This is an optimization exercise on Yosys and OpenROAD, whose aim is a short achievable clock period, not a production implementation. The RTL was checked by simulation tests, not by an equivalence proof against the original design. Power figures rest on the tool's default switching activity, not on a simulated workload.

==> flow/design.v (outline; a module is shown in full before it is edited, if it fits) <==
// module call_stack: 132 lines
// module ras_predictor: 105 lines
// module bhistory_table: 44 lines
// module pqGshare_bpredictor: 175 lines
// module static_bpredictor: 50 lines
// module fetch_unit: 232 lines
// module opfwd_control: 221 lines
// module rf_rdctl: 25 lines
// module bram_dp_r2w1: 39 lines
// module regfile: 81 lines
// module decode_unit: 359 lines
// module exu_branch_unit: 202 lines
// module alu: 97 lines
// module loadstore_unit: 98 lines
// module execution_unit: 305 lines
// module memory_access_unit: 129 lines
// module writeback_unit: 134 lines
// module pqr5_core_top: 573 lines
module pqr5_core_top #(
   parameter PC_INIT         = 32'h0000_0000,           
   parameter IS_RF_ON_BRAM   = 0,     
   parameter EN_BPREDICT_DYN = 1,   
   parameter BHT_IDW         = 8,           
   parameter BHT_TYPE        = "flops",          
   parameter BHT_BIAS        = 2'b10,          
   parameter GHRW            = (8+2),              
   parameter EN_RAS          = 1,            
   parameter RAS_DPT         = 8            
)
(   
   input  logic             clk                 ,   
   input  logic             aresetn             ,   
   input  logic             i_ext_stall         ,   
   output logic [32-1:0] o_imem_pc           ,   
   output logic             o_imem_pc_valid     ,   
   input  logic             i_imem_stall        ,   
   input  logic [32-1:0] i_imem_pc           ,   
   input  logic [32-1:0] i_imem_pkt          ,   
   input  logic             i_imem_pkt_valid    ,   
   output logic             o_imem_stall        ,   
   output logic             o_imem_flush        ,   
   output logic             o_dmem_wen          ,   
   output logic [32-1:0] o_dmem_addr         ,   
   output logic [1:0]       o_dmem_size         ,   
   output logic [32-1:0] o_dmem_wdata        ,   
   output logic             o_dmem_req          ,   
   input  logic             i_dmem_stall        ,   
   output logic             o_dmem_flush        ,   
   input  logic [32-1:0] i_dmem_rdata        ,   
   input  logic             i_dmem_ack          ,   
   output logic             o_dmem_stall            
);
  // ...
==> flow/flow/run.sh <==
#!/bin/bash
set -euo pipefail
MARGIN=${SETUP_MARGIN_OVERRIDE:-6}
sed -E "s/\"\\$\\{@:-finish\\}\"/SETUP_SLACK_MARGIN=${MARGIN} \"\${@:-finish}\"/" standard.sh > standard_margin.sh
grep -q "SETUP_SLACK_MARGIN=${MARGIN} " standard_margin.sh
bash standard_margin.sh synth > synth.log 2>&1
bash standard_margin.sh floorplan > floorplan.log 2>&1
bash standard_margin.sh place > place.log 2>&1
bash standard_margin.sh cts > cts.log 2>&1
bash standard_margin.sh route > route.log 2>&1
bash standard_margin.sh finish > finish.log 2>&1
test -f out/final.def
==> flow/standard.sh <==
#!/bin/bash
# synth_recipe.tcl (not shown) runs the flow's synth.tcl, then flattens the netlist and writes it again
# the make line also repeats each setting of config.mk as NAME=value (left out here)
make -C /OpenROAD-flow-scripts/flow DESIGN_CONFIG=/design/flow/config.mk WORK_HOME=/design/flow/orfs CLKGATE_MAP_FILE= SYNTH_SCRIPT=/design/flow/synth_recipe.tcl "${@:-finish}"
==> flow/config.mk <==
export PLATFORM = sky130hd
export DESIGN_NAME = pqr5_core_top
export DESIGN_NICKNAME = pqr5_core_top
export VERILOG_FILES = /design/flow/design.v
export SDC_FILE = /design/flow/constraint.sdc
export NUM_CORES = 4
export LEC_CHECK = 0
export ABC_CLOCK_PERIOD_IN_PS = 4000
export CAP_MARGIN = 35
export CORE_MARGIN = 2
export CORE_UTILIZATION = 40
export PLACE_DENSITY = 0.6
export SETUP_SLACK_MARGIN = 5
export SLEW_MARGIN = 35
export TNS_END_PERCENT = 100
==> flow/constraint.sdc <==
create_clock -name core_clock -period 10.0 [get_ports {clk}]
set_input_delay 2.0000 -clock core_clock [delete_from_list [all_inputs] [get_ports {clk}]]
set_output_delay 2.0000 -clock core_clock [all_outputs]
set_load 0.01 [all_outputs]
==> results.toml, run 1 <==
[logic_synthesis]
post_synth_simple_gate_area = 0.184
postSynthAreaPerCell_um2 = 9.88
number_of_enable_type_register_cells_in_the_synthesized_netlist = 1315
post-synth-top-area-fraction = 0.273
most_used_standard_cells_in_the_synthesized_netlist = "3663 x sky130_fd_sc_hd__nand2_1, 1315 x sky130_fd_sc_hd__edfxtp_1, 1053 x sky130_fd_sc_hd__dfrtp_1, 995 x sky130_fd_sc_hd__nand3_1, 839 x sky130_fd_sc_hd__nor2_1"
post_synth_fa_ha_maj_area_fraction = 0.0312
synth_warnings = 25
synth.largest_area_cell = "sky130_fd_sc_hd__edfxtp_1"
yosys.cell_count.top_type = "sky130_fd_sc_hd__nand2_1"

[cts]
cts.hold.buffers_added = 0

[global_route]
first_global_vias = 121611
grt_most_used_layer = "met2"
maximum_number_of_pins_on_one_net_before_global_route_repair = 166
grt_antenna_before_repair = 50

[power]
clkPwrFrac = 0.301
p_seq_frac = 0.378

[finish]
inv_count = 239
layout-area-overhead-vs-synth_pct = 25.8
ff_latch_area_um2 = 73000
final_layout_size_suffix_gt1_frac = 0.258

[setup_path]
worstPathRequired_ns = 10.82
endpoint = "inst_execution_unit.inst_alu.result_rg[28]"
path_common_cell = "sky130_fd_sc_hd__nor3_1"

[sta]
max_slew.worst_pin.slew_ns = 1.07
hold_violations = 0
hold_slack_ns = 0.444

[placed_design]
dpl_worst_slack_ns = 2.51

[floorplan]
coreArea_um2 = 360000
pin_count = 208

[run]
maxCapViolations = 0

[run_status]
status = "complete, no violations"

[worst_hold_path]
hold_path_class = "flop to flop"
==> module opfwd_control, before the edit <==
module opfwd_control (
   input  logic             clk                 ,
   input  logic             aresetn             ,
   input  logic [4:0]       i_fu_rs0            ,   
   input  logic [4:0]       i_fu_rs1            ,   
   input  logic [4:0]       i_du_rdt            ,   
   input  logic             i_du_hold           ,   
   input  logic             i_exu_hold          ,   
   input  logic             i_wbu_hold          ,   
   input  logic             i_nxt_is_rsb_type   ,   
   input  logic             i_nxt_is_i_type     ,   
   input  logic             i_du_is_rsb_type    ,   
   input  logic             i_du_is_i_type_rg   ,   
   input  logic             i_du_rdt_not_x0     ,   
   input  logic             i_nxt_exu_riuj      ,   
   input  logic             i_nxt_exu_nx0       ,
   input  logic             i_nxt_bu_sel        ,
   input  logic             i_nxt_mac_riuj      ,
   input  logic             i_nxt_mac_nx0       ,
   input  logic             i_nxt_mac_is_load   ,
   input  logic             i_nxt_wb_riuj       ,
   input  logic             i_nxt_wb_nx0        ,
   input  logic             i_nxt_risb          ,
   input  logic             i_nxt_rsb           ,
   input  logic             i_nxt_i_type        ,
   input  logic             i_nxt_u_type        ,
   input  logic             i_nxt_lui           ,
   input  logic [2:0]       i_nxt_funct3        ,   
   input  logic [1:0]       i_nxt_addr_lsb      ,   
   input  logic [32-1:0] i_rf_op0            ,
   input  logic [32-1:0] i_rf_op1            ,
   input  logic [32-1:0] i_du_pc             ,
   input  logic [4:0]       i_du_rs0            ,
   input  logic [4:0]       i_du_rs1            ,
   input  logic             i_du_is_i_type      ,
   input  logic [11:0]      i_du_i_type_imm     ,
   input  logic             i_du_is_u_type      ,
   input  logic [19:0]      i_du_u_type_imm     ,
   input  logic             i_du_is_lui         ,
   input  logic             i_du_instr_rsb      ,
   input  logic             i_du_instr_risb     ,
   input  logic [32-1:0] i_exu_bu_result     ,   
   input  logic [32-1:0] i_exu_alu_result    ,   
   input  logic             i_exu_bu_sel        ,   
   input  logic [4:0]       i_exu_rdt           ,
   input  logic             i_exu_rdt_not_x0    ,
   input  logic             i_exu_instr_riuj    ,
   input  logic [32-1:0] i_dmem_load_data    ,
   input  logic [32-1:0] i_dmem_rdata        ,   
   input  logic [2:0]       i_maccu_funct3      ,   
   input  logic [1:0]       i_maccu_addr_lsb    ,   
   input  logic [32-1:0] i_maccu_wbdata      ,
   input  logic             i_is_load           ,
   input  logic [4:0]       i_maccu_rdt         ,
   input  logic             i_maccu_rdt_not_x0  ,
   input  logic             i_maccu_instr_riuj  ,
   input  logic [32-1:0] i_wbu_result        ,
   input  logic [4:0]       i_wbu_rdt           ,
   input  logic             i_wbu_rdt_not_x0    ,
   input  logic             i_wbu_instr_riuj    ,
   output logic             o_rs0_eq_exu_rdt    ,
   output logic             o_rs1_eq_exu_rdt    ,
   output logic             o_src_eq_dest       ,   
   output logic             o_nxt_src_eq_dest   ,   
   output logic [32-1:0] o_fwd_op0           ,
   output logic [32-1:0] o_fwd_rs0           ,   
   output logic [32-1:0] o_fwd_rs1           ,   
   output logic [32-1:0] o_fwd_op1
);
logic e_e0, e_e1, e_m0, e_m1, e_w0, e_w1 ;
logic n_e0, n_e1, n_m0, n_m1, n_w0, n_w1 ;
always_comb begin
   case ({i_du_hold, i_exu_hold})
      2'b00  : begin n_e0 = (i_fu_rs0 == i_du_rdt ); n_e1 = (i_fu_rs1 == i_du_rdt ); end
      2'b01  : begin n_e0 = (i_fu_rs0 == i_exu_rdt); n_e1 = (i_fu_rs1 == i_exu_rdt); end
      2'b10  : begin n_e0 = (i_du_rs0 == i_du_rdt ); n_e1 = (i_du_rs1 == i_du_rdt ); end
      default: begin n_e0 = (i_du_rs0 == i_exu_rdt); n_e1 = (i_du_rs1 == i_exu_rdt); end
   endcase
   case ({i_du_hold, i_exu_hold})
      2'b00  : begin n_m0 = (i_fu_rs0 == i_exu_rdt  ); n_m1 = (i_fu_rs1 == i_exu_rdt  ); end
      2'b01  : begin n_m0 = (i_fu_rs0 == i_maccu_rdt); n_m1 = (i_fu_rs1 == i_maccu_rdt); end
      2'b10  : begin n_m0 = (i_du_rs0 == i_exu_rdt  ); n_m1 = (i_du_rs1 == i_exu_rdt  ); end
      default: begin n_m0 = (i_du_rs0 == i_maccu_rdt); n_m1 = (i_du_rs1 == i_maccu_rdt); end
   endcase
   case ({i_du_hold, i_wbu_hold})
      2'b00  : begin n_w0 = (i_fu_rs0 == i_maccu_rdt); n_w1 = (i_fu_rs1 == i_maccu_rdt); end
      2'b01  : begin n_w0 = (i_fu_rs0 == i_wbu_rdt  ); n_w1 = (i_fu_rs1 == i_wbu_rdt  ); end
      2'b10  : begin n_w0 = (i_du_rs0 == i_maccu_rdt); n_w1 = (i_du_rs1 == i_maccu_rdt); end
      default: begin n_w0 = (i_du_rs0 == i_wbu_rdt  ); n_w1 = (i_du_rs1 == i_wbu_rdt  ); end
   endcase
end
always_ff @(posedge clk or negedge aresetn) begin
   if (!aresetn) begin
      e_e0 <= 1'b1 ; e_e1 <= 1'b1 ;
      e_m0 <= 1'b1 ; e_m1 <= 1'b1 ;
      e_w0 <= 1'b1 ; e_w1 <= 1'b1 ;
   end
   else begin
      e_e0 <= n_e0 ; e_e1 <= n_e1 ;
      e_m0 <= n_m0 ; e_m1 <= n_m1 ;
      e_w0 <= n_w0 ; e_w1 <= n_w1 ;
   end
end
assign o_rs0_eq_exu_rdt = e_e0 ;
logic sed_rg, n_rsb, n_i, n_exu_nx0 ;
assign n_rsb     = i_du_hold  ? i_du_is_rsb_type : i_nxt_is_rsb_type ;
assign n_i       = i_du_hold  ? i_du_is_i_type_rg : i_nxt_is_i_type  ;
assign n_exu_nx0 = i_exu_hold ? i_exu_rdt_not_x0 : i_du_rdt_not_x0   ;
always_ff @(posedge clk or negedge aresetn) begin
   if (!aresetn) sed_rg <= 1'b0 ;
   else          sed_rg <= o_nxt_src_eq_dest ;
end
assign o_nxt_src_eq_dest = n_exu_nx0 & ((n_rsb & (n_e0 | n_e1)) | (n_i & n_e0)) ;
assign o_src_eq_dest = sed_rg ;
assign o_rs1_eq_exu_rdt = e_e1 ;
function automatic logic [9:0] fwd_sel (
   input logic raw_e, input logic raw_m, input logic raw_w,
   input logic bu_sel, input logic is_load
);
   logic n ;
   n = ~(raw_e | raw_m | raw_w) ;
   fwd_sel = {raw_e & bu_sel, raw_e & ~bu_sel, ~raw_e & raw_m & is_load, ~raw_e & raw_m & ~is_load, ~raw_e & ~raw_m & raw_w, n, 4'b0} ;
endfunction
logic nraw_e0, nraw_m0, nraw_w0, nraw_e1, nraw_m1, nraw_w1 ;
assign nraw_e0 = i_nxt_exu_riuj & i_nxt_risb & n_e0 & i_nxt_exu_nx0 ;
assign nraw_m0 = i_nxt_mac_riuj & i_nxt_risb & n_m0 & i_nxt_mac_nx0 ;
assign nraw_w0 = i_nxt_wb_riuj  & i_nxt_risb & n_w0 & i_nxt_wb_nx0  ;
assign nraw_e1 = i_nxt_exu_riuj & i_nxt_rsb  & n_e1 & i_nxt_exu_nx0 ;
assign nraw_m1 = i_nxt_mac_riuj & i_nxt_rsb  & n_m1 & i_nxt_mac_nx0 ;
assign nraw_w1 = i_nxt_wb_riuj  & i_nxt_rsb  & n_w1 & i_nxt_wb_nx0  ;
logic [9:0] nsel0, nsel1 ;
assign nsel0 = fwd_sel(nraw_e0, nraw_m0, nraw_w0, i_nxt_bu_sel, i_nxt_mac_is_load) ;
assign nsel1 = fwd_sel(nraw_e1, nraw_m1, nraw_w1, i_nxt_bu_sel, i_nxt_mac_is_load) ;
logic s0_ebu, s0_ealu, s0_mld, s0_mwb, s0_wb, s0_rf, s0_pc ;
logic s1_ebu, s1_ealu, s1_mld, s1_mwb, s1_wb, s1_rf, s1_immi, s1_immu ;
logic n0, n1 ;
always_ff @(posedge clk or negedge aresetn) begin
   if (!aresetn) begin
      {s0_ebu, s0_ealu, s0_mld, s0_mwb, s0_wb, n0, s0_rf, s0_pc}          <= 8'b00000110 ;
      {s1_ebu, s1_ealu, s1_mld, s1_mwb, s1_wb, n1, s1_rf, s1_immi, s1_immu} <= 9'b000001100 ;
   end
   else begin
      {s0_ebu, s0_ealu, s0_mld, s0_mwb, s0_wb, n0} <= nsel0[9:4] ;
      s0_rf   <= nsel0[4] & ~i_nxt_u_type ;
      s0_pc   <= nsel0[4] &  i_nxt_u_type & ~i_nxt_lui ;
      {s1_ebu, s1_ealu, s1_mld, s1_mwb, s1_wb, n1} <= nsel1[9:4] ;
      s1_rf   <= nsel1[4] & ~(i_nxt_i_type | i_nxt_u_type) ;
      s1_immi <= nsel1[4] &  i_nxt_i_type ;
      s1_immu <= nsel1[4] & ~i_nxt_i_type & i_nxt_u_type ;
   end
end
logic [32-1:0] immI, immU ;
assign immI = {{(32-12){i_du_i_type_imm[11]}}, i_du_i_type_imm} ;
assign immU = {i_du_u_type_imm, {(32-20){1'b0}}} ;
function automatic logic [15:0] ld_sel (input logic s, input logic [2:0] f3, input logic [1:0] lsb);
   logic w, h, b, sg ;
   logic [3:0] oh, lo, shi, smid ;
   logic [2:0] mid ;
   w    = f3[1] ;
   h    = ~f3[1] &  f3[0] ;
   b    = ~f3[1] & ~f3[0] ;
   sg   = ~f3[2] ;
   oh   = 4'b0001 << lsb ;
   lo   = w ? 4'b0001 : oh ;
   mid  = {h & oh[2], h & oh[1], w | (h & oh[0])} ;
   smid = {4{b & sg}} & oh ;
   shi  = ({4{b & sg}} & oh) | ({4{h & sg}} & {oh[2:0], 1'b0}) ;
   ld_sel = {lo & {4{s}}, shi & {4{s}}, mid & {3{s}}, w & s, smid & {4{s}}} ;
endfunction
logic [15:0] ls0, ls1 ;
always_ff @(posedge clk or negedge aresetn) begin
   if (!aresetn) begin
      ls0 <= '0 ;
      ls1 <= '0 ;
   end
   else begin
      ls0 <= ld_sel(nsel0[7], i_nxt_funct3, i_nxt_addr_lsb) ;
      ls1 <= ld_sel(nsel1[7], i_nxt_funct3, i_nxt_addr_lsb) ;
   end
end
function automatic logic [32-1:0] ld_fwd (input logic [32-1:0] rd, input logic [15:0] ls);
   logic [3:0] lo, shi, smid ;
   logic [2:0] mid ;
   logic       w, sh, sm ;
   {lo, shi, mid, w, smid} = ls ;
   sh = |(shi  & {rd[31], rd[23], rd[15], rd[7]}) ;
   sm = |(smid & {rd[31], rd[23], rd[15], rd[7]}) ;
   ld_fwd[7:0]   = ({8{lo[0]}} & rd[7:0])   | ({8{lo[1]}} & rd[15:8]) |
                   ({8{lo[2]}} & rd[23:16]) | ({8{lo[3]}} & rd[31:24]) ;
   ld_fwd[15:8]  = ({8{mid[0]}} & rd[15:8]) | ({8{mid[1]}} & rd[23:16]) |
                   ({8{mid[2]}} & rd[31:24]) | {8{sm}} ;
   ld_fwd[31:16] = ({16{w}} & rd[31:16]) | {16{sh}} ;
endfunction
assign o_fwd_op0 = ({32{s0_ebu }} & i_exu_bu_result ) |
                   ({32{s0_ealu}} & i_exu_alu_result) |
                   ld_fwd(i_dmem_rdata, ls0) |
                   ({32{s0_mwb }} & i_maccu_wbdata  ) |
                   ({32{s0_wb  }} & i_wbu_result    ) |
                   ({32{s0_rf  }} & i_rf_op0        ) |
                   ({32{s0_pc  }} & i_du_pc         ) ;
assign o_fwd_op1 = ({32{s1_ebu }} & i_exu_bu_result ) |
                   ({32{s1_ealu}} & i_exu_alu_result) |
                   ld_fwd(i_dmem_rdata, ls1) |
                   ({32{s1_mwb }} & i_maccu_wbdata  ) |
                   ({32{s1_wb  }} & i_wbu_result    ) |
                   ({32{s1_rf  }} & i_rf_op1        ) |
                   ({32{s1_immi}} & immI            ) |
                   ({32{s1_immu}} & immU            ) ;
assign o_fwd_rs0 = ({32{s0_ebu }} & i_exu_bu_result ) |
                   ({32{s0_ealu}} & i_exu_alu_result) |
                   ld_fwd(i_dmem_rdata, ls0) |
                   ({32{s0_mwb }} & i_maccu_wbdata  ) |
                   ({32{s0_wb  }} & i_wbu_result    ) |
                   ({32{n0     }} & i_rf_op0        ) ;
assign o_fwd_rs1 = ({32{s1_ebu }} & i_exu_bu_result ) |
                   ({32{s1_ealu}} & i_exu_alu_result) |
                   ld_fwd(i_dmem_rdata, ls1) |
                   ({32{s1_mwb }} & i_maccu_wbdata  ) |
                   ({32{s1_wb  }} & i_wbu_result    ) |
                   ({32{n1     }} & i_rf_op1        ) ;
endmodule
==> module exu_branch_unit, before the edit <==
module exu_branch_unit #(
   parameter PC_INIT         = 32'h0000_0000,           
   parameter GHRW            = (8+2),              
   parameter BPCW            = 8+2          
)
(
   input  logic             clk              ,   
   input  logic             aresetn          ,   
   input  logic             i_stall          ,   
   input  logic [32-1:0] i_pc             ,   
   input  logic             i_bubble         ,   
   input  logic             i_is_b_type      ,   
   input  logic             i_is_jalr        ,   
   input  logic             i_is_j_or_jalr   ,   
   input  logic [2:0]       i_funct3         ,   
   input  logic [11:0]      i_immI           ,   
   input  logic [11:0]      i_immB           ,   
   input  logic [32-1:0] i_pc4            ,   
   input  logic [32-1:0] i_pcb            ,   
   input  logic [32-1:0] i_op0            ,   
   input  logic [32-1:0] i_op1            ,   
   input  logic             i_op0_lt_op1     ,   
   input  logic             i_sign_op0_lt_op1,   
   input  logic             i_branch_taken   ,   
   input  logic [32-1:0] i_ras_ret_addr   ,   
   input  logic             i_ras_ret_taken  ,   
   output logic             o_is_ras_mispred ,   
   input  logic [GHRW-1:0]  i_bp_ghr_snapshot,   
   output logic             o_bp_upd_ghr     ,   
   output logic             o_bp_upd_bht     ,   
   output logic [BPCW-1:0]  o_bp_idx_pc      ,   
   output logic [GHRW-1:0]  o_bp_idx_ghr     ,   
   output logic             o_bp_sts_btaken  ,   
   output logic [32-1:0] o_nxt_instr_pc   ,   
   output logic             o_bubble         ,   
   output logic             o_branch_taken   ,   
   output logic [32-1:0] o_branch_pc      ,   
   output logic             o_flush              
);
logic [32-1:0] nxt_instr_pc_rg               ;   
logic             branch_taken, branch_taken_rg ;   
logic             bp_branch_taken_rg            ;   
logic             en_branch_comp_rg             ;   
logic [32-1:0] branch_tgt, branch_tgt_rg     ;   
logic             use_tgt, use_tgt_rg           ;   
logic             bubble, bubble_rg             ;   
logic             flush                         ;   
logic [32-1:0] immI, immB                    ;   
logic [32-1:0] pc_plus_4                     ;   
logic [32-1:0] pc_plus_immB                  ;   
logic [32-1:0] op0_plus_immI                 ;   
logic [32-1:0] jalr_branch_addr              ;   
logic             is_op0_eq_op1, is_op0_lt_op1  ;   
logic             is_sign_op0_lt_op1            ;   
logic             is_branch_taken_diff          ;   
logic             ovr_bp_sts_btaken_rg          ;   
logic is_ras_pred_true ;   
always_ff @(posedge clk or negedge aresetn) begin
   if (!aresetn) begin
      nxt_instr_pc_rg    <= PC_INIT   ;
      bubble_rg          <= 1'b1      ;
      branch_taken_rg    <= 1'b0      ;
      bp_branch_taken_rg <= 1'b0      ;
      branch_tgt_rg      <= PC_INIT   ;
      use_tgt_rg         <= 1'b0      ;
      ovr_bp_sts_btaken_rg <= 1'b0    ;
   end
   else if (!i_stall) begin 
      nxt_instr_pc_rg    <= pc_plus_4      ;
      bubble_rg          <= bubble         ;  
      branch_taken_rg    <= branch_taken   ;
      bp_branch_taken_rg <= i_ras_ret_taken? is_ras_pred_true : i_branch_taken ;
      branch_tgt_rg      <= branch_tgt     ;
      use_tgt_rg         <= use_tgt        ;
      ovr_bp_sts_btaken_rg <= i_ras_ret_taken;   
   end
end
logic [32-1:0] ras_cmp_z, ras_cmp_k ;
assign ras_cmp_z = {i_ras_ret_addr[32-1:1], i_op0[0] ^ immI[0]} ;
assign ras_cmp_k = (i_op0 & immI) | ((i_op0 | immI) & ~ras_cmp_z) ;
assign is_ras_pred_true = ~i_ras_ret_addr[0] && ((i_op0 ^ immI ^ ras_cmp_z) == {ras_cmp_k[32-2:0], 1'b0}) ;
assign o_is_ras_mispred = i_ras_ret_taken & ~is_ras_pred_true ;   
always_ff @(posedge clk or negedge aresetn) begin
   if (!aresetn) begin
      en_branch_comp_rg  <= 1'b0;
   end
   else if (flush)    begin en_branch_comp_rg <= 1'b0      ; end   
   else if (!i_stall) begin en_branch_comp_rg <= ~i_bubble ; end
end
always_comb begin
   case ({i_is_j_or_jalr, i_is_b_type})
      2'b10   : begin
                   branch_taken = 1'b1 ;
                end
      2'b01   : begin
                   case (i_funct3)
                      F3_BEQ  : branch_taken =  is_op0_eq_op1      ;                
                      F3_BNE  : branch_taken = ~is_op0_eq_op1      ; 
                      F3_BLT  : branch_taken =  is_sign_op0_lt_op1 ;
                      F3_BGE  : branch_taken = ~is_sign_op0_lt_op1 ;
                      F3_BLTU : branch_taken =  is_op0_lt_op1      ;
                      F3_BGEU : branch_taken = ~is_op0_lt_op1      ;
                      default : branch_taken =  1'b0               ;   
                   endcase
                end
      default : branch_taken = 1'b0 ;   
   endcase
end
function automatic logic [32-1:0] ks_add (input logic [32-1:0] a, input logic [32-1:0] b, input logic cin);
   logic [32-1:0] p, g, gg, pp, gn, pn ;
   p  = a ^ b ;
   g  = a & b ;
   gg = g ;
   pp = p ;
   gg[0] = g[0] | (p[0] & cin) ;
   for (integer d = 1; d < 32; d = d * 2) begin
      gn = gg ;
      pn = pp ;
      for (integer i = d; i < 32; i = i + 1) begin
         gn[i] = gg[i] | (pp[i] & gg[i-d]) ;
         pn[i] = pp[i] & pp[i-d] ;
      end
      gg = gn ;
      pp = pn ;
   end
   ks_add = p ^ {gg[32-2:0], cin} ;
endfunction
function automatic logic [1:0] cmp31 (input logic [30:0] a, input logic [30:0] b);
   logic [31:0] lt, eq ;
   lt = {1'b0, ~a & b} ;
   eq = {1'b1, ~(a ^ b)} ;
   for (integer w = 1; w < 32; w = w * 2) begin
      for (integer i = 0; i < 32; i = i + 2*w) begin
         lt[i] = lt[i+w] | (eq[i+w] & lt[i]) ;
         eq[i] = eq[i+w] & eq[i] ;
      end
   end
   cmp31 = {lt[0], eq[0]} ;
endfunction
logic [1:0] cmp_low ;
logic       msb_eq ;
assign cmp_low              = cmp31(i_op0[30:0], i_op1[30:0]) ;
assign msb_eq               = ~(i_op0[31] ^ i_op1[31]) ;
assign is_op0_eq_op1        = msb_eq & cmp_low[0] ;
assign is_op0_lt_op1        = (~i_op0[31] & i_op1[31]) | (msb_eq & cmp_low[1]) ;
assign is_sign_op0_lt_op1   = ( i_op0[31] & ~i_op1[31]) | (msb_eq & cmp_low[1]) ;
always_comb begin
   branch_tgt = i_is_jalr ? jalr_branch_addr : pc_plus_immB ;
   case ({i_is_jalr, i_is_b_type})
      2'b10   : use_tgt = 1'b1 ;
      2'b01   : use_tgt = branch_taken ;
      default : use_tgt = 1'b0 ;
   endcase
end
assign jalr_branch_addr = op0_plus_immI & {{32-1{1'b1}}, 1'b0} ;   
assign is_branch_taken_diff = branch_taken_rg ^ bp_branch_taken_rg     ;   
assign flush                = is_branch_taken_diff & en_branch_comp_rg ;   
assign bubble = i_is_j_or_jalr ? i_bubble : 1'b1 ;   
assign immI          = {{(32-12){i_immI[11]}}, i_immI}             ;   
assign immB          = {{(32-12){i_immB[11]}}, i_immB[10:0], 1'b0} ;   
assign pc_plus_4     = i_pc4 ;
assign op0_plus_immI = ks_add(i_op0, immI, 1'b0) ;
assign pc_plus_immB  = i_pcb ;
assign o_nxt_instr_pc = nxt_instr_pc_rg ;
assign o_branch_taken = branch_taken_rg ;
assign o_branch_pc    = use_tgt_rg ? branch_tgt_rg : nxt_instr_pc_rg ;
assign o_bubble       = bubble_rg       ;
assign o_flush        = flush           ;
logic is_legal_branch     ;   
logic upd_ghr, upd_ghr_ff ;   
logic upd_bht, upd_bht_ff ;   
assign is_legal_branch = i_is_b_type && (i_funct3 != 3'b010) && (i_funct3 != 3'b011);
assign upd_ghr = (i_is_j_or_jalr || is_legal_branch) & ~i_bubble ;   
assign upd_bht = is_legal_branch & ~i_bubble ;                       
always_ff @(posedge clk or negedge aresetn) begin
   if (!aresetn) begin
      upd_ghr_ff <= 1'b0 ;
      upd_bht_ff <= 1'b0 ;
   end
   else begin 
      upd_ghr_ff <= i_stall ? 1'b0 : upd_ghr ;   
      upd_bht_ff <= i_stall ? 1'b0 : upd_bht ;   
   end
end
logic [BPCW-1:0] bp_idx_pc_rg  ;
logic [GHRW-1:0] bp_idx_ghr_rg ;
always_ff @(posedge clk or negedge aresetn) begin
   if (!aresetn) begin
      bp_idx_pc_rg  <= '0 ;
      bp_idx_ghr_rg <= '0 ;
   end
   else if (!i_stall) begin 
      bp_idx_pc_rg  <= i_pc[BPCW-1:0]    ; 
      bp_idx_ghr_rg <= i_bp_ghr_snapshot ;
   end
end
assign o_bp_upd_ghr    = upd_ghr_ff      ;
assign o_bp_upd_bht    = upd_bht_ff      ;
assign o_bp_idx_pc     = bp_idx_pc_rg    ;
assign o_bp_idx_ghr    = bp_idx_ghr_rg   ;
assign o_bp_sts_btaken = ovr_bp_sts_btaken_rg? 1'b1 : branch_taken_rg;   
endmodule
==> module alu, before the edit <==
module alu (
   input  logic             clk                 ,   
   input  logic             aresetn             ,   
   input  logic             i_stall             ,   
   input  logic             i_bubble            ,   
   input  logic             i_is_alu_op         ,   
   input  logic [32-1:0] i_op0               ,   
   input  logic [32-1:0] i_op1               ,   
   input  logic [3:0]       i_opcode            ,   
   output logic [32-1:0] o_result            ,   
   output logic             o_op0_lt_op1        ,   
   output logic             o_sign_op0_lt_op1   ,   
   output logic             o_bubble                
);
logic [32-1:0] result             ;   
logic             is_op0_lt_op1      ;   
logic             is_sign_op0_lt_op1 ;   
logic             bubble             ;   
function automatic logic [32-1:0] ks_add (input logic [32-1:0] a, input logic [32-1:0] b, input logic cin);
   logic [32-1:0] p, g, gg, pp, gn, pn ;
   p  = a ^ b ;
   g  = a & b ;
   gg = g ;
   pp = p ;
   gg[0] = g[0] | (p[0] & cin) ;
   for (integer d = 1; d < 32; d = d * 2) begin
      gn = gg ;
      pn = pp ;
      for (integer i = d; i < 32; i = i + 1) begin
         gn[i] = gg[i] | (pp[i] & gg[i-d]) ;
         pn[i] = pp[i] & pp[i-d] ;
      end
      gg = gn ;
      pp = pn ;
   end
   ks_add = p ^ {gg[32-2:0], cin} ;
endfunction
function automatic logic [1:0] cmp31 (input logic [30:0] a, input logic [30:0] b);
   logic [31:0] lt, eq ;
   lt = {1'b0, ~a & b} ;
   eq = {1'b1, ~(a ^ b)} ;
   for (integer w = 1; w < 32; w = w * 2) begin
      for (integer i = 0; i < 32; i = i + 2*w) begin
         lt[i] = lt[i+w] | (eq[i+w] & lt[i]) ;
         eq[i] = eq[i+w] & eq[i] ;
      end
   end
   cmp31 = {lt[0], eq[0]} ;
endfunction
logic op_add, op_sub, op_slt, op_sltu, op_xor, op_or, op_and, op_sll, op_srl, op_sra ;
assign op_add  = (i_opcode == 4'b0000) ;
assign op_sub  = (i_opcode == 4'b0001) ;
assign op_sll  = (i_opcode[3:1] == 3'b001) ;
assign op_slt  = (i_opcode[3:1] == 3'b010) ;
assign op_sltu = (i_opcode[3:1] == 3'b011) ;
assign op_xor  = (i_opcode[3:1] == 3'b100) ;
assign op_srl  = (i_opcode == 4'b1010) ;
assign op_sra  = (i_opcode == 4'b1011) ;
assign op_or   = (i_opcode[3:1] == 3'b110) ;
assign op_and  = (i_opcode[3:1] == 3'b111) ;
logic [32-1:0] sum, diff, shl, shr ;
logic [1:0]       cmp_low ;
logic             msb_eq ;
assign sum     = ks_add(i_op0,  i_op1, 1'b0) ;
assign diff    = ks_add(i_op0, ~i_op1, 1'b1) ;
assign shl     = i_op0 << i_op1[4:0] ;
assign shr     = (signed'({op_sra & i_op0[32-1], i_op0}) >>> i_op1[4:0]) ;
assign cmp_low = cmp31(i_op0[30:0], i_op1[30:0]) ;
assign msb_eq  = ~(i_op0[31] ^ i_op1[31]) ;
assign is_op0_lt_op1      = (~i_op0[31] & i_op1[31]) | (msb_eq & cmp_low[1]) ;
assign is_sign_op0_lt_op1 = ( i_op0[31] & ~i_op1[31]) | (msb_eq & cmp_low[1]) ;
assign result = ({32{op_add }} & sum            ) |
                ({32{op_sub }} & diff           ) |
                ({32{op_xor }} & (i_op0 ^ i_op1)) |
                ({32{op_or  }} & (i_op0 | i_op1)) |
                ({32{op_and }} & (i_op0 & i_op1)) |
                ({32{op_sll }} & shl            ) |
                ({32{op_srl | op_sra}} & shr    ) |
                {{(32-1){1'b0}}, (op_slt & is_sign_op0_lt_op1) | (op_sltu & is_op0_lt_op1)} ;
assign bubble             = i_is_alu_op? i_bubble : 1'b1 ;   
logic [32-1:0] result_rg ;   
logic             bubble_rg ;   
always_ff @(posedge clk or negedge aresetn) begin
   if (!aresetn) begin
      result_rg <= '0   ;
      bubble_rg <= 1'b1 ;       
   end
   else if (!i_stall) begin
      result_rg <= result ;
      bubble_rg <= bubble ;
   end
end
assign o_result          = result_rg          ;
assign o_op0_lt_op1      = is_op0_lt_op1      ;
assign o_sign_op0_lt_op1 = is_sign_op0_lt_op1 ;
assign o_bubble          = bubble_rg          ;
endmodule
==> module execution_unit, before the edit <==
module execution_unit #(
   parameter PC_INIT         = 32'h0000_0000,           
   parameter GHRW            = (8+2) ,             
   parameter BPCW            = 8+2,         
   parameter RPTW            = ($clog2(8))               
)
(
   input  logic             clk                 ,   
   input  logic             aresetn             ,   
   input  logic [32-1:0] i_op0               ,   
   input  logic [32-1:0] i_op1               ,   
   input  logic [32-1:0] i_rs0               ,   
   input  logic [32-1:0] i_rs1               ,   
   input  logic [32-1:0] i_du_pc4            ,   
   input  logic [32-1:0] i_du_pcb            ,   
   output logic             o_exu_bu_flush      ,   
   output logic [32-1:0] o_exu_bu_pc         ,   
   input  logic             i_exu_bu_pred_btaken,   
   input  logic [GHRW-1:0]  i_du_ghr_snapshot   ,   
   output logic             o_bp_upd_ghr        ,   
   output logic             o_bp_upd_bht        ,   
   output logic [BPCW-1:0]  o_bp_idx_pc         ,   
   output logic [GHRW-1:0]  o_bp_idx_ghr        ,   
   output logic             o_bp_sts_btaken     ,   
   input  logic [32-1:0] i_du_pc             ,   
   input  logic             i_du_bubble         ,   
   input  logic             i_du_pkt_valid      ,   
   output logic             o_du_stall          ,   
   output logic             o_pipe_inlock       ,   
   output logic             o_nxt_exu_riuj      ,   
   output logic             o_nxt_exu_nx0       ,   
   output logic             o_nxt_bu_sel        ,   
   output logic             o_nxt_dmem_req      ,   
   output logic             o_nxt_dmem_wen      ,   
   output logic             o_nxt_lsu_is_load   ,   
   input  logic             i_du_is_call        ,   
   input  logic [32-1:0] i_du_ras_ret_addr   ,   
   input  logic             i_du_ras_ret_taken  ,   
   input  logic [RPTW-1:0]  i_du_ras_snap_ptr   ,   
   input  logic             i_du_ras_snap_full  ,   
   output logic             o_ras_rbk_en        ,   
   output logic [RPTW-1:0]  o_ras_rbk_ptr       ,   
   output logic             o_ras_rbk_full      ,   
   output logic             o_ras_rbk_incr_ptr  ,   
   input  logic             i_du_is_alu_op      ,   
   input  logic [3:0]       i_du_alu_opcode     ,   
   input  logic [4:0]       i_du_rs0            ,   
   input  logic [4:0]       i_du_rs1            ,   
   input  logic             i_rs0_eq_exu_rdt    ,   
   input  logic             i_rs1_eq_exu_rdt    ,   
   input  logic             i_src_eq_dest       ,   
   input  logic [4:0]       i_du_rdt            ,   
   input  logic             i_du_rdt_not_x0     ,   
   input  logic [2:0]       i_du_funct3         ,   
   input  logic             i_du_is_r_type      ,   
   input  logic             i_du_is_i_type      ,   
   input  logic             i_du_is_s_type      ,   
   input  logic             i_du_is_b_type      ,   
   input  logic             i_du_is_riuj        ,   
   input  logic             i_du_is_jalr        ,   
   input  logic             i_du_is_jal_or_jalr ,   
   input  logic             i_du_is_load        ,   
   input  logic [11:0]      i_du_i_type_imm     ,   
   input  logic [11:0]      i_du_s_type_imm     ,   
   input  logic [11:0]      i_du_b_type_imm     ,   
   output logic             o_maccu_is_riuj     ,   
   output logic [2:0]       o_maccu_funct3      ,   
   output logic             o_maccu_bubble      ,   
   input  logic             i_maccu_stall       ,   
   output logic [4:0]       o_maccu_rdt_addr    ,   
   output logic [32-1:0] o_maccu_rdt_data    ,   
   output logic [32-1:0] o_maccu_bu_result   ,   
   output logic [32-1:0] o_maccu_alu_result  ,   
   output logic             o_maccu_bu_sel      ,   
   output logic             o_maccu_rdt_not_x0  ,   
   output logic             o_maccu_is_macc_op  ,   
   output logic             o_maccu_macc_cmd    ,   
   output logic [32-1:0] o_maccu_macc_addr   ,   
   output logic [1:0]       o_maccu_macc_size   ,   
   output logic [32-1:0] o_maccu_macc_data       
);
logic [32-1:0] bu_result          ;   
logic             bu_bubble          ;   
logic             bu_branch_taken    ;   
logic [32-1:0] bu_branch_pc       ;   
logic             bu_flush           ;   
logic [3:0]       alu_opcode         ;   
logic [32-1:0] alu_op0, alu_op1   ;   
logic [32-1:0] alu_result         ;   
logic             alu_bubble         ;   
logic             lsu_mem_cmd        ;   
logic [32-1:0] lsu_mem_addr       ;   
logic [1:0]       lsu_mem_size       ;   
logic [32-1:0] lsu_mem_data       ;   
logic             lsu_bubble         ;   
logic             du_bubble          ;   
logic [2:0]       exu_funct3_rg      ;   
logic             exu_is_riuj_rg     ;   
logic [4:0]       exu_rdt_rg         ;   
logic             exu_rdt_not_x0_rg  ;   
logic             exu_bubble         ;   
logic             exu_bubble_rg      ;   
logic [32-1:0] exu_result         ;   
logic             bubble_insert      ;   
logic             is_exu_instr_load    ;   
logic             is_src_eq_dest       ;   
logic             is_du_rs0_eq_exu_rdt ;   
logic             is_du_rs1_eq_exu_rdt ;   
logic             is_du_rsx_eq_exu_rdt ;   
logic             is_exu_rdt_not_x0    ;   
logic [3:0]       is_du_instr_risb     ;   
logic             is_du_instr_valid    ;   
logic             is_exu_result_wb     ;   
logic             is_exu_result_mem    ;   
logic             is_pipe_inlock       ;
logic             lsu_is_load          ;
logic             nxt_lsu_is_macc_op   ;
logic             nxt_lsu_is_store     ;   
logic             stall         ;   
logic             exu_stall_ext ;   
logic             op0_lt_op1      ;   
logic             sign_op0_lt_op1 ;   
logic             is_ras_mispred  ;   
exu_branch_unit #(
   .PC_INIT         (PC_INIT),
   .GHRW            (GHRW),
   .BPCW            (BPCW)
)  inst_exu_branch_unit (
   .clk               (clk)     ,
   .aresetn           (aresetn) ,
   .i_stall           (stall)             ,
   .i_pc4             (i_du_pc4)          ,
   .i_pcb             (i_du_pcb)          ,
   .i_pc              (i_du_pc)           ,    
   .i_bubble          (du_bubble)         ,  
   .i_is_b_type       (i_du_is_b_type)    ,  
   .i_is_jalr         (i_du_is_jalr)      ,
   .i_is_j_or_jalr    (i_du_is_jal_or_jalr),
   .i_funct3          (i_du_funct3)       ,    
   .i_immI            (i_du_i_type_imm)   ,    
   .i_immB            (i_du_b_type_imm)   ,    
   .i_op0             (i_rs0)             ,
   .i_op1             (i_rs1)             ,
   .i_op0_lt_op1      (op0_lt_op1)        ,  
   .i_sign_op0_lt_op1 (sign_op0_lt_op1)   ,
   .i_branch_taken    (i_exu_bu_pred_btaken) ,
   .i_ras_ret_addr    (i_du_ras_ret_addr) ,
   .i_ras_ret_taken   (i_du_ras_ret_taken),
   .o_is_ras_mispred  (is_ras_mispred),
   .i_bp_ghr_snapshot (i_du_ghr_snapshot),
   .o_bp_upd_ghr      (o_bp_upd_ghr)    ,
   .o_bp_upd_bht      (o_bp_upd_bht)    ,
   .o_bp_idx_pc       (o_bp_idx_pc)     ,
   .o_bp_idx_ghr      (o_bp_idx_ghr)    ,
   .o_bp_sts_btaken   (o_bp_sts_btaken) ,
   .o_nxt_instr_pc    (bu_result)       ,  
   .o_bubble          (bu_bubble)       , 
   .o_branch_taken    (bu_branch_taken) ,
   .o_branch_pc       (bu_branch_pc)    , 
   .o_flush           (bu_flush)      
);
alu inst_alu (
   .clk               (clk)            , 
   .aresetn           (aresetn)        ,
   .i_stall           (stall)          ,
   .i_bubble          (du_bubble)      ,
   .i_is_alu_op       (i_du_is_alu_op) ,  
   .i_op0             (alu_op0)        , 
   .i_op1             (alu_op1)        , 
   .i_opcode          (alu_opcode)     ,
   .o_result          (alu_result)     ,
   .o_op0_lt_op1      (op0_lt_op1)     ,
   .o_sign_op0_lt_op1 (sign_op0_lt_op1) ,
   .o_bubble          (alu_bubble)
);
loadstore_unit inst_loadstore_unit (
   .clk         (clk)     ,
   .aresetn     (aresetn) ,
   .i_stall     (stall)           ,
   .i_bubble    (du_bubble)       ,
   .i_is_s_type (i_du_is_s_type)  ,
   .i_is_load   (i_du_is_load)    ,
   .i_funct3    (i_du_funct3)     ,
   .i_immI      (i_du_i_type_imm) ,
   .i_immS      (i_du_s_type_imm) ,
   .i_op0       (i_rs0)           ,
   .i_op1       (i_rs1)           ,
   .o_mem_cmd   (lsu_mem_cmd)  ,
   .o_mem_addr  (lsu_mem_addr) ,
   .o_mem_size  (lsu_mem_size) ,
   .o_mem_data  (lsu_mem_data) ,    
   .o_bubble    (lsu_bubble)   ,
   .o_is_load   (lsu_is_load)  ,
   .o_nxt_is_macc_op (nxt_lsu_is_macc_op),
   .o_nxt_is_store   (nxt_lsu_is_store),
   .o_nxt_is_load    (o_nxt_lsu_is_load)
);
assign bubble_insert = bu_flush | is_pipe_inlock   ;
assign du_bubble     = i_du_bubble | bubble_insert ;
always_comb begin
   case ({i_du_is_jal_or_jalr, i_du_is_alu_op, i_du_is_s_type, i_du_is_load})
      4'b1000,
      4'b0100,
      4'b0010,
      4'b0001 : exu_bubble = du_bubble ;
      default : exu_bubble = 1'b1      ;   
   endcase   
end
always_ff @(posedge clk or negedge aresetn) begin
   if      (!aresetn) begin exu_bubble_rg <= 1'b1       ; end
   else if (!stall)   begin exu_bubble_rg <= exu_bubble ; end 
end
assign alu_op1    = i_op1 ;
assign alu_op0    = i_op0 ;
assign alu_opcode = i_du_alu_opcode ;
always_ff @(posedge clk or negedge aresetn) begin
   if (!aresetn) begin 
      exu_is_riuj_rg    <= 1'b0 ;
      exu_funct3_rg     <= 3'h0 ;
      exu_rdt_rg        <= '0   ; 
      exu_rdt_not_x0_rg <= 1'b0 ;
   end
   else if (!stall) begin   
      exu_is_riuj_rg    <= i_du_is_riuj & ~exu_bubble ; 
      exu_funct3_rg     <= i_du_funct3     ;
      exu_rdt_rg        <= i_du_rdt        ;  
      exu_rdt_not_x0_rg <= i_du_rdt_not_x0 ;
   end 
end
logic [RPTW-1:0] ras_rbk_ptr_rg      ;   
logic            ras_rbk_full_rg     ;   
logic            ras_rbk_incr_ptr_rg ;   
always_ff @(posedge clk or negedge aresetn) begin
   if (!aresetn) begin 
      ras_rbk_ptr_rg      <= '0;
      ras_rbk_full_rg     <= 1'b0;
      ras_rbk_incr_ptr_rg <= 1'b0;
   end
   else if (!stall) begin
      ras_rbk_ptr_rg      <= i_du_ras_snap_ptr;
      ras_rbk_full_rg     <= i_du_ras_snap_full;
      ras_rbk_incr_ptr_rg <= is_ras_mispred;   
   end 
end
assign o_ras_rbk_en       = bu_flush            ;   
assign o_ras_rbk_ptr      = ras_rbk_ptr_rg      ;
assign o_ras_rbk_full     = ras_rbk_full_rg     ; 
assign o_ras_rbk_incr_ptr = ras_rbk_incr_ptr_rg ;
always_comb begin
   case ({bu_bubble, alu_bubble})       
      2'b01   : exu_result = bu_result  ;
      2'b10   : exu_result = alu_result ;      
      default : exu_result = alu_result ;
   endcase   
end 
assign is_exu_result_wb  = ~bu_bubble | ~alu_bubble ;    
assign is_exu_result_mem = ~lsu_bubble  ;                
always_comb begin
   case (is_du_instr_risb)
      4'b1000 ,  
      4'b0010 ,  
      4'b0001 : is_src_eq_dest = is_du_rsx_eq_exu_rdt && is_exu_rdt_not_x0 ;   
      4'b0100 : is_src_eq_dest = is_du_rs0_eq_exu_rdt && is_exu_rdt_not_x0 ;   
      default : is_src_eq_dest = 1'b0 ;   
   endcase
end
assign is_du_rs0_eq_exu_rdt = i_rs0_eq_exu_rdt ;
assign is_du_rs1_eq_exu_rdt = i_rs1_eq_exu_rdt ;
assign is_du_rsx_eq_exu_rdt = is_du_rs0_eq_exu_rdt | is_du_rs1_eq_exu_rdt ;
assign is_exu_rdt_not_x0    = exu_rdt_not_x0_rg ;
assign is_du_instr_risb     = {i_du_is_r_type, i_du_is_i_type, i_du_is_s_type, i_du_is_b_type} ;
assign is_du_instr_valid    = i_du_pkt_valid ;
assign is_exu_instr_load    = ~lsu_mem_cmd  ;
assign is_pipe_inlock = lsu_is_load & is_du_instr_valid & i_src_eq_dest ;
assign stall         = i_maccu_stall           ;   
assign exu_stall_ext = stall | is_pipe_inlock  ;   
assign o_du_stall    = exu_stall_ext           ;
assign o_pipe_inlock = is_pipe_inlock          ;   
assign o_exu_bu_flush = bu_flush     ;
assign o_exu_bu_pc    = bu_branch_pc ;
assign o_maccu_funct3     = exu_funct3_rg     ;
assign o_maccu_is_riuj    = exu_is_riuj_rg    ;
assign o_maccu_bubble     = exu_bubble_rg     ;
assign o_maccu_rdt_addr   = exu_rdt_rg        ;
assign o_maccu_rdt_data   = exu_result        ;
assign o_maccu_bu_result  = bu_result         ;
assign o_maccu_alu_result = alu_result        ;
assign o_maccu_bu_sel     = ~bu_bubble & alu_bubble ;
assign o_maccu_rdt_not_x0 = exu_rdt_not_x0_rg ;
assign o_maccu_is_macc_op = is_exu_result_mem ;
assign o_maccu_macc_cmd   = lsu_mem_cmd       ;
assign o_maccu_macc_addr  = lsu_mem_addr      ;
assign o_maccu_macc_size  = lsu_mem_size      ;
assign o_maccu_macc_data  = lsu_mem_data      ;
logic nxt_bu_bubble, nxt_alu_bubble ;
assign o_nxt_exu_riuj = stall ? exu_is_riuj_rg    : (i_du_is_riuj & ~exu_bubble) ;
assign o_nxt_exu_nx0  = stall ? exu_rdt_not_x0_rg : i_du_rdt_not_x0 ;
assign nxt_bu_bubble  = stall ? bu_bubble  : (i_du_is_jal_or_jalr ? du_bubble : 1'b1) ;
assign nxt_alu_bubble = stall ? alu_bubble : (i_du_is_alu_op      ? du_bubble : 1'b1) ;
assign o_nxt_bu_sel   = ~nxt_bu_bubble & nxt_alu_bubble ;
logic nxt_exu_bubble ;
assign nxt_exu_bubble = stall ? exu_bubble_rg : exu_bubble ;
assign o_nxt_dmem_req = nxt_lsu_is_macc_op & ~nxt_exu_bubble ;
assign o_nxt_dmem_wen = nxt_lsu_is_macc_op & ~nxt_exu_bubble & nxt_lsu_is_store ;
endmodule
==> run 2, diff against run 1 <==
--- a/flow/design.v
+++ b/flow/design.v
@@ -833,2 +833,7 @@
    input  logic [32-1:0] i_exu_alu_result    ,   
+   input  logic [32-1:0] i_exu_alu_sum       ,   
+   input  logic [32-1:0] i_exu_alu_diff      ,   
+   input  logic [32-1:0] i_exu_alu_oth       ,   
+   input  logic             i_nxt_alu_is_add    ,   
+   input  logic             i_nxt_alu_is_sub    ,   
    input  logic             i_exu_bu_sel        ,   
@@ -924,2 +929,3 @@
 logic s0_ebu, s0_ealu, s0_mld, s0_mwb, s0_wb, s0_rf, s0_pc ;
+logic s0_esum, s0_ediff, s0_eoth, s1_esum, s1_ediff, s1_eoth ;
 logic s1_ebu, s1_ealu, s1_mld, s1_mwb, s1_wb, s1_rf, s1_immi, s1_immu ;
@@ -928,2 +934,3 @@
    if (!aresetn) begin
+      {s0_esum, s0_ediff, s0_eoth, s1_esum, s1_ediff, s1_eoth} <= 6'b000000 ;
       {s0_ebu, s0_ealu, s0_mld, s0_mwb, s0_wb, n0, s0_rf, s0_pc}          <= 8'b00000110 ;
@@ -932,2 +939,8 @@
    else begin
+      s0_esum  <= nsel0[8] & i_nxt_alu_is_add ;
+      s0_ediff <= nsel0[8] & ~i_nxt_alu_is_add & i_nxt_alu_is_sub ;
+      s0_eoth  <= nsel0[8] & ~i_nxt_alu_is_add & ~i_nxt_alu_is_sub ;
+      s1_esum  <= nsel1[8] & i_nxt_alu_is_add ;
+      s1_ediff <= nsel1[8] & ~i_nxt_alu_is_add & i_nxt_alu_is_sub ;
+      s1_eoth  <= nsel1[8] & ~i_nxt_alu_is_add & ~i_nxt_alu_is_sub ;
       {s0_ebu, s0_ealu, s0_mld, s0_mwb, s0_wb, n0} <= nsel0[9:4] ;
@@ -984,3 +997,5 @@
 assign o_fwd_op0 = ({32{s0_ebu }} & i_exu_bu_result ) |
-                   ({32{s0_ealu}} & i_exu_alu_result) |
+                   ({32{s0_esum }} & i_exu_alu_sum   ) |
+                   ({32{s0_ediff}} & i_exu_alu_diff  ) |
+                   ({32{s0_eoth }} & i_exu_alu_oth   ) |
                    ld_fwd(i_dmem_rdata, ls0) |
@@ -991,3 +1006,5 @@
 assign o_fwd_op1 = ({32{s1_ebu }} & i_exu_bu_result ) |
-                   ({32{s1_ealu}} & i_exu_alu_result) |
+                   ({32{s1_esum }} & i_exu_alu_sum   ) |
+                   ({32{s1_ediff}} & i_exu_alu_diff  ) |
+                   ({32{s1_eoth }} & i_exu_alu_oth   ) |
                    ld_fwd(i_dmem_rdata, ls1) |
@@ -999,3 +1016,5 @@
 assign o_fwd_rs0 = ({32{s0_ebu }} & i_exu_bu_result ) |
-                   ({32{s0_ealu}} & i_exu_alu_result) |
+                   ({32{s0_esum }} & i_exu_alu_sum   ) |
+                   ({32{s0_ediff}} & i_exu_alu_diff  ) |
+                   ({32{s0_eoth }} & i_exu_alu_oth   ) |
                    ld_fwd(i_dmem_rdata, ls0) |
@@ -1005,3 +1024,5 @@
 assign o_fwd_rs1 = ({32{s1_ebu }} & i_exu_bu_result ) |
-                   ({32{s1_ealu}} & i_exu_alu_result) |
+                   ({32{s1_esum }} & i_exu_alu_sum   ) |
+                   ({32{s1_ediff}} & i_exu_alu_diff  ) |
+                   ({32{s1_eoth }} & i_exu_alu_oth   ) |
                    ld_fwd(i_dmem_rdata, ls1) |
@@ -1561,3 +1582,4 @@
 logic             en_branch_comp_rg             ;   
-logic [32-1:0] branch_tgt, branch_tgt_rg     ;   
+logic [32-1:0] jalr_tgt_rg, pcb_tgt_rg       ;   
+logic             tgt_is_jalr_rg                ;   
 logic             use_tgt, use_tgt_rg           ;   
@@ -1581,3 +1603,5 @@
       bp_branch_taken_rg <= 1'b0      ;
-      branch_tgt_rg      <= PC_INIT   ;
+      jalr_tgt_rg        <= PC_INIT   ;
+      pcb_tgt_rg         <= PC_INIT   ;
+      tgt_is_jalr_rg     <= 1'b0      ;
       use_tgt_rg         <= 1'b0      ;
@@ -1590,3 +1614,5 @@
       bp_branch_taken_rg <= i_ras_ret_taken? is_ras_pred_true : i_branch_taken ;
-      branch_tgt_rg      <= branch_tgt     ;
+      jalr_tgt_rg        <= jalr_branch_addr ;
+      pcb_tgt_rg         <= pc_plus_immB   ;
+      tgt_is_jalr_rg     <= i_is_jalr      ;
       use_tgt_rg         <= use_tgt        ;
@@ -1665,3 +1691,2 @@
 always_comb begin
-   branch_tgt = i_is_jalr ? jalr_branch_addr : pc_plus_immB ;
    case ({i_is_jalr, i_is_b_type})
@@ -1683,3 +1708,3 @@
 assign o_branch_taken = branch_taken_rg ;
-assign o_branch_pc    = use_tgt_rg ? branch_tgt_rg : nxt_instr_pc_rg ;
+assign o_branch_pc    = use_tgt_rg ? (tgt_is_jalr_rg ? jalr_tgt_rg : pcb_tgt_rg) : nxt_instr_pc_rg ;
 assign o_bubble       = bubble_rg       ;
@@ -1731,2 +1756,7 @@
    output logic [32-1:0] o_result            ,   
+   output logic [32-1:0] o_sum               ,   
+   output logic [32-1:0] o_diff              ,   
+   output logic [32-1:0] o_oth               ,   
+   output logic             o_nxt_is_add        ,   
+   output logic             o_nxt_is_sub        ,   
    output logic             o_op0_lt_op1        ,   
@@ -1735,3 +1765,2 @@
 );
-logic [32-1:0] result             ;   
 logic             is_op0_lt_op1      ;   
@@ -1792,5 +1821,4 @@
 assign is_sign_op0_lt_op1 = ( i_op0[31] & ~i_op1[31]) | (msb_eq & cmp_low[1]) ;
-assign result = ({32{op_add }} & sum            ) |
-                ({32{op_sub }} & diff           ) |
-                ({32{op_xor }} & (i_op0 ^ i_op1)) |
+logic [32-1:0] oth ;
+assign oth    = ({32{op_xor }} & (i_op0 ^ i_op1)) |
                 ({32{op_or  }} & (i_op0 | i_op1)) |
@@ -1801,3 +1829,4 @@
 assign bubble             = i_is_alu_op? i_bubble : 1'b1 ;   
-logic [32-1:0] result_rg ;   
+logic [32-1:0] sum_rg, diff_rg, oth_rg ;
+logic             is_add_rg, is_sub_rg ;
 logic             bubble_rg ;   
@@ -1805,7 +1834,15 @@
    if (!aresetn) begin
-      result_rg <= '0   ;
-      bubble_rg <= 1'b1 ;       
+      sum_rg    <= '0   ;
+      diff_rg   <= '0   ;
+      oth_rg    <= '0   ;
+      is_add_rg <= 1'b0 ;
+      is_sub_rg <= 1'b0 ;
+      bubble_rg <= 1'b1 ;
    end
    else if (!i_stall) begin
-      result_rg <= result ;
+      sum_rg    <= sum    ;
+      diff_rg   <= diff   ;
+      oth_rg    <= oth    ;
+      is_add_rg <= op_add ;
+      is_sub_rg <= op_sub ;
       bubble_rg <= bubble ;
@@ -1813,3 +1850,8 @@
 end
-assign o_result          = result_rg          ;
+assign o_result          = is_add_rg ? sum_rg : (is_sub_rg ? diff_rg : oth_rg) ;
+assign o_sum             = sum_rg             ;
+assign o_diff            = diff_rg            ;
+assign o_oth             = oth_rg             ;
+assign o_nxt_is_add      = i_stall ? is_add_rg : op_add ;
+assign o_nxt_is_sub      = i_stall ? is_sub_rg : op_sub ;
 assign o_op0_lt_op1      = is_op0_lt_op1      ;
@@ -1991,2 +2033,7 @@
    output logic [32-1:0] o_maccu_alu_result  ,   
+   output logic [32-1:0] o_maccu_alu_sum     ,   
+   output logic [32-1:0] o_maccu_alu_diff    ,   
+   output logic [32-1:0] o_maccu_alu_oth     ,   
+   output logic             o_nxt_alu_is_add    ,   
+   output logic             o_nxt_alu_is_sub    ,   
    output logic             o_maccu_bu_sel      ,   
@@ -2088,2 +2135,7 @@
    .i_opcode          (alu_opcode)     ,
+   .o_sum             (o_maccu_alu_sum)  ,
+   .o_diff            (o_maccu_alu_diff) ,
+   .o_oth             (o_maccu_alu_oth)  ,
+   .o_nxt_is_add      (o_nxt_alu_is_add) ,
+   .o_nxt_is_sub      (o_nxt_alu_is_sub) ,
    .o_result          (alu_result)     ,
@@ -2545,2 +2597,7 @@
 logic             exu_pipe_inlock      ;
+logic [32-1:0] exu_maccu_alu_sum    ;
+logic [32-1:0] exu_maccu_alu_diff   ;
+logic [32-1:0] exu_maccu_alu_oth    ;
+logic             nxt_alu_is_add       ;
+logic             nxt_alu_is_sub       ;
 logic [32-1:0] du_exu_pc4           ;
@@ -2857,2 +2914,7 @@
    .i_exu_alu_result    (exu_maccu_alu_result) ,
+   .i_exu_alu_sum       (exu_maccu_alu_sum)    ,
+   .i_exu_alu_diff      (exu_maccu_alu_diff)   ,
+   .i_exu_alu_oth       (exu_maccu_alu_oth)    ,
+   .i_nxt_alu_is_add    (nxt_alu_is_add)       ,
+   .i_nxt_alu_is_sub    (nxt_alu_is_sub)       ,
    .i_exu_bu_sel        (exu_maccu_bu_sel)     ,
@@ -2954,2 +3016,7 @@
    .o_maccu_alu_result (exu_maccu_alu_result),
+   .o_maccu_alu_sum    (exu_maccu_alu_sum),
+   .o_maccu_alu_diff   (exu_maccu_alu_diff),
+   .o_maccu_alu_oth    (exu_maccu_alu_oth),
+   .o_nxt_alu_is_add   (nxt_alu_is_add),
+   .o_nxt_alu_is_sub   (nxt_alu_is_sub),
    .o_maccu_bu_sel     (exu_maccu_bu_sel),
==> results.toml, run 2 <==
[setup_path]
r2r.worst_path.cells = 16
worstPathArrival_ns = 2.90
maximum_fanout_count_along_the_critical_path = 4
end_kind = "output port"
worstPathRequired_ns = 8.00
startpoint_type = "input pin"
critical_path.reg2reg.endpoint = "inst_execution_unit.inst_alu.sum_rg[31]"
rrSetupSlack_ns = 5.37
worstReg2RegStart = "inst_opfwd_control.s0_mwb"
crit_type = "input pin to output port"

[logic_synthesis]
post-synth-top-area-fraction = 0.264
postSynthAreaPerCell_um2 = 10.2
yosys.cell_count.top_type = "sky130_fd_sc_hd__nand2_1"
most_used_standard_cells_in_the_synthesized_netlist = "3527 x sky130_fd_sc_hd__nand2_1, 1315 x sky130_fd_sc_hd__edfxtp_1, 1153 x sky130_fd_sc_hd__dfrtp_1, 848 x sky130_fd_sc_hd__nor2_1, 762 x sky130_fd_sc_hd__a21oi_1"
synth_warnings = 25
postSynthNetCount = 15166
synth.area.top_cells = "sky130_fd_sc_hd__edfxtp_1 26%, sky130_fd_sc_hd__dfrtp_1 19%, sky130_fd_sc_hd__nand2_1 8.8%, sky130_fd_sc_hd__mux4_2 5.4%, sky130_fd_sc_hd__dfstp_2 4.8%"
syn-instance-count = 14725
post_synth_num_cell_types = 113
synth_ff_type = "sky130_fd_sc_hd__edfxtp_1"
portion_of_the_post_synthesis_area_used_by_sequential_elements = 0.504
synth_seq_cells = 2739
synthArstFlopShare = 0.520
netlist_area_um2 = 150000
number_of_enable_type_register_cells_in_the_synthesized_netlist = 1315
synth.largest_area_cell = "sky130_fd_sc_hd__edfxtp_1"

[finish]
final_layout_size_suffix_gt1_frac = 0.256
filler_cell_count = 32739
layout.cells.most_common_list = "3468 x sky130_fd_sc_hd__nand2_1, 1315 x sky130_fd_sc_hd__edfxtp_1, 1109 x sky130_fd_sc_hd__dfrtp_1, 738 x sky130_fd_sc_hd__nor2_1, 679 x sky130_fd_sc_hd__buf_4"
finalNetCount = 15795
layout-area-overhead-vs-synth_pct = 25.0
total_area_of_multi_input_combinational_cells_um2 = 78000
ff_latch_area_um2 = 75500
layout.cells.most_common = "sky130_fd_sc_hd__nand2_1"

[drt]
drc_errors = 0
detail_route.first_pass.iterations = 11
route.antenna.remaining_nets = 0
detail_route.iter0.violations = 20030
detailroute.via_count = 133657
detail_route.vias_per_cell = 6.48
post_drt_wl_per_cell_um = 33.8
detail_route.wirelength_um = 697000

[global_route]
grt_pass1_wl_um = 958000
gr-usage-met2 = 0.505
track_usage = 0.350
met3_usage = 0.113
first_global_vias = 124081
overflow = 0
grt_antenna_before_repair = 51
grt_most_used_layer = "met2"
met1_usage_in_global_routing = 0.449
maximum_number_of_pins_on_one_net_before_global_route_repair = 182

[floorplan]
dieHeight_um = 616
pin_count = 208
coreArea_um2 = 372000
number_of_rows_created_at_floorplan = 224
initial_utilization = 0.402
die_width_um = 616
die_area_um2 = 379000

[sta]
max_freq_ghz = 0.204
worst_slew_margin = 0.281
fin_setup_tns_ns = 0
final_cycle_share = 0.490
max_slew.worst_pin.slew_ns = 1.08
hold_violations = 0
finalMaxSlewViolations = 0
setup-violations-final = 0
finalWorstPathRequiredPeriod_ns = 4.90
rsz0062_at_grt = "true"
worst_clock_skew_ns = 0.0862

[cts]
ctsLongestPathBuffers = 4
clock_slew_at_reported_path_ffs_ns = 0.06
cts.hold.buffers_added = 0
cts.root.buffer_cell = "sky130_fd_sc_hd__clkbuf_16"
number_of_sinks_on_the_clock_net = 2739
clock_insertion_delay_worst_skew_ns = 0.99
htree_num_levels = 5
cts_made_buffers = 308
tritoncts = "built"

[placed_design]
detailedPlacementHpwl_um = 412000
port_buffer_count = 206
place_congestion = 0.994

[worst_hold_path]
hold_path_class = "flop to flop"
min_delay_path_depth = 2
worst_hold_startpoint = "inst_decode_unit.du_pc4_rg[3]"

[power]
p_total_mw = 40.8
vdd_ir_drop_max_mv = 0.190
static-leakage-power_nw = 73.4
power_density_nw_per_um2 = 218

[run]
maxCapViolations = 0

[run_status]
status = "complete, no violations"
## run 2: cell count changes in the layout (fill, tap and decap cells not counted), moves of 51 or more
cell	delta
sky130_fd_sc_hd__nand2_1	-62
sky130_fd_sc_hd__and3_1	+60
sky130_fd_sc_hd__mux2i_1	+58
sky130_fd_sc_hd__a31oi_1	+84
sky130_fd_sc_hd__a22oi_1	+66
sky130_fd_sc_hd__nand4_1	-52
sky130_fd_sc_hd__dfrtp_1	+94
sky130_fd_sc_hd__nand3_1	-431
sky130_fd_sc_hd__o211ai_1	+51
sky130_fd_sc_hd__nand2_2	-51
sky130_fd_sc_hd__a21oi_1	+151
## run 2: where the power goes
part / internal (mW) / switching (mW) / total [mW] / leakage, nW
clock: 6.78 / 5.09 / 11.9 / 5.04
sequential: 13.4 / 1.91 / 15.3 / 29.4
combinational: 5.29 / 8.34 / 13.6 / 38.9
total: 25.5 / 15.3 / 40.8 / 73.4
## run 2: routing by layer
metal | vias up | wire length, um | share of wire
li1 | 54864 | - | -
met1 | 66062 | 253000 | 0.36
met2 | 9959 | 288000 | 0.41
met3 | 2738 | 95600 | 0.14
met4 | 34 | 60800 | 0.087
met5 | - | 311 | 0.00045
## run 2: worst max-delay path, cell delays in order
cell and delay, ns:
sky130_fd_sc_hd__buf_16 0.13, sky130_fd_sc_hd__a21oi_4 0.53, sky130_fd_sc_hd__nor2_2 0.06, sky130_fd_sc_hd__buf_2 0.16
## run 2: per-stage QoR
stage	instances	setup slack (ns)	hold slack, ns	utilization	cell area [um2]
after floorplan	14725	4.46	0.391	-	153000
after global placement	19143	2.62	0.442	0.427	159000
after detailed placement	19162	2.53	0.445	0.428	159000
after CTS	20373	5.25	0.442	0.489	182000
after global routing	20596	5.05	0.461	0.503	187000
final	20621	5.10	0.441	0.503	187000
## run 2: final cells by class
type | instances | area share
clock buffer | 426 | 0.0467
sequential | 2739 | 0.403
multi-input combinational | 10712 | 0.417
timing repair inverter | 3 | 0.000180
tap | 4972 | 0.0332
antenna | 37 | 0.000494
inverter | 243 | 0.00614
timing repair buffer | 1347 | 0.0848
clock inverter | 142 | 0.00838
## run 2: what timing repair did
item	4_1_cts	5_1_grt
endpoints found under the setup margin	2746	720
setup buffers	537	176
pin swaps	449	350
gates resized for setup	1428	549
gates cloned	106	24
## run 2: cells by family after synthesis
family	after synthesis	synth area share
mux	1189	0.113
xor+xnor	347	0.0206
other cells	1	0.0000250
fa+ha+maj	338	0.0301
buf+inv	1299	0.0360
flops	2739	0.504
simple gates	5673	0.161
compound gates	3139	0.136
## run 2: how the worst max path moves through the flow
stage	from	to	slack, ns	cells past startpoint
3_5_place_dp	i_dmem_rdata[31]	inst_execution_unit.inst_alu.sum_rg[30]	2.53	14
2_1_floorplan	i_dmem_rdata[26]	inst_execution_unit.inst_alu.diff_rg[31]	4.46	18
5_1_grt	i_dmem_rdata[27]	flop	5.05	22
3_3_place_gp	i_dmem_ack	inst_regfile.GEN_RF_ON_FLOPS.rs0_data_rg[28]	2.62	10
4_1_cts	i_dmem_rdata[18]	inst_execution_unit.inst_alu.sum_rg[31]	5.25	18
6_report	i_dmem_ack	o_dmem_wen	5.10	4

==> port drivers added, routing unchanged <==
No port has a modelled driver above. Below, the same layouts with a new extraction and two added sets of constraints. Step 1: set_driving_cell puts a clkbuf_16 on clk and a buf_2 on each other input, an assumption about the parent block. Step 2 adds t to the input delays and takes it off the output delays; t is the mean of the earliest and latest rising clock arrival at the registers after step 1. Input paths then give back, and output paths get back, about the clock's delay inside the block. a / b / c = ideal / step 1 / step 2; a / b = the first two.
run	t, ns	setup WS [ns]	pins driven straight from the clock port
run 1	1.056	5.078 / 5.044 / 3.987	1
run 2	1.067	5.102 / 5.040 / 4.062	1
After both steps setup and hold are still met in every run listed. The setup slack of run 1, which loses most, moves by -0.034 ns with the drivers and by -1.091 ns with both steps.
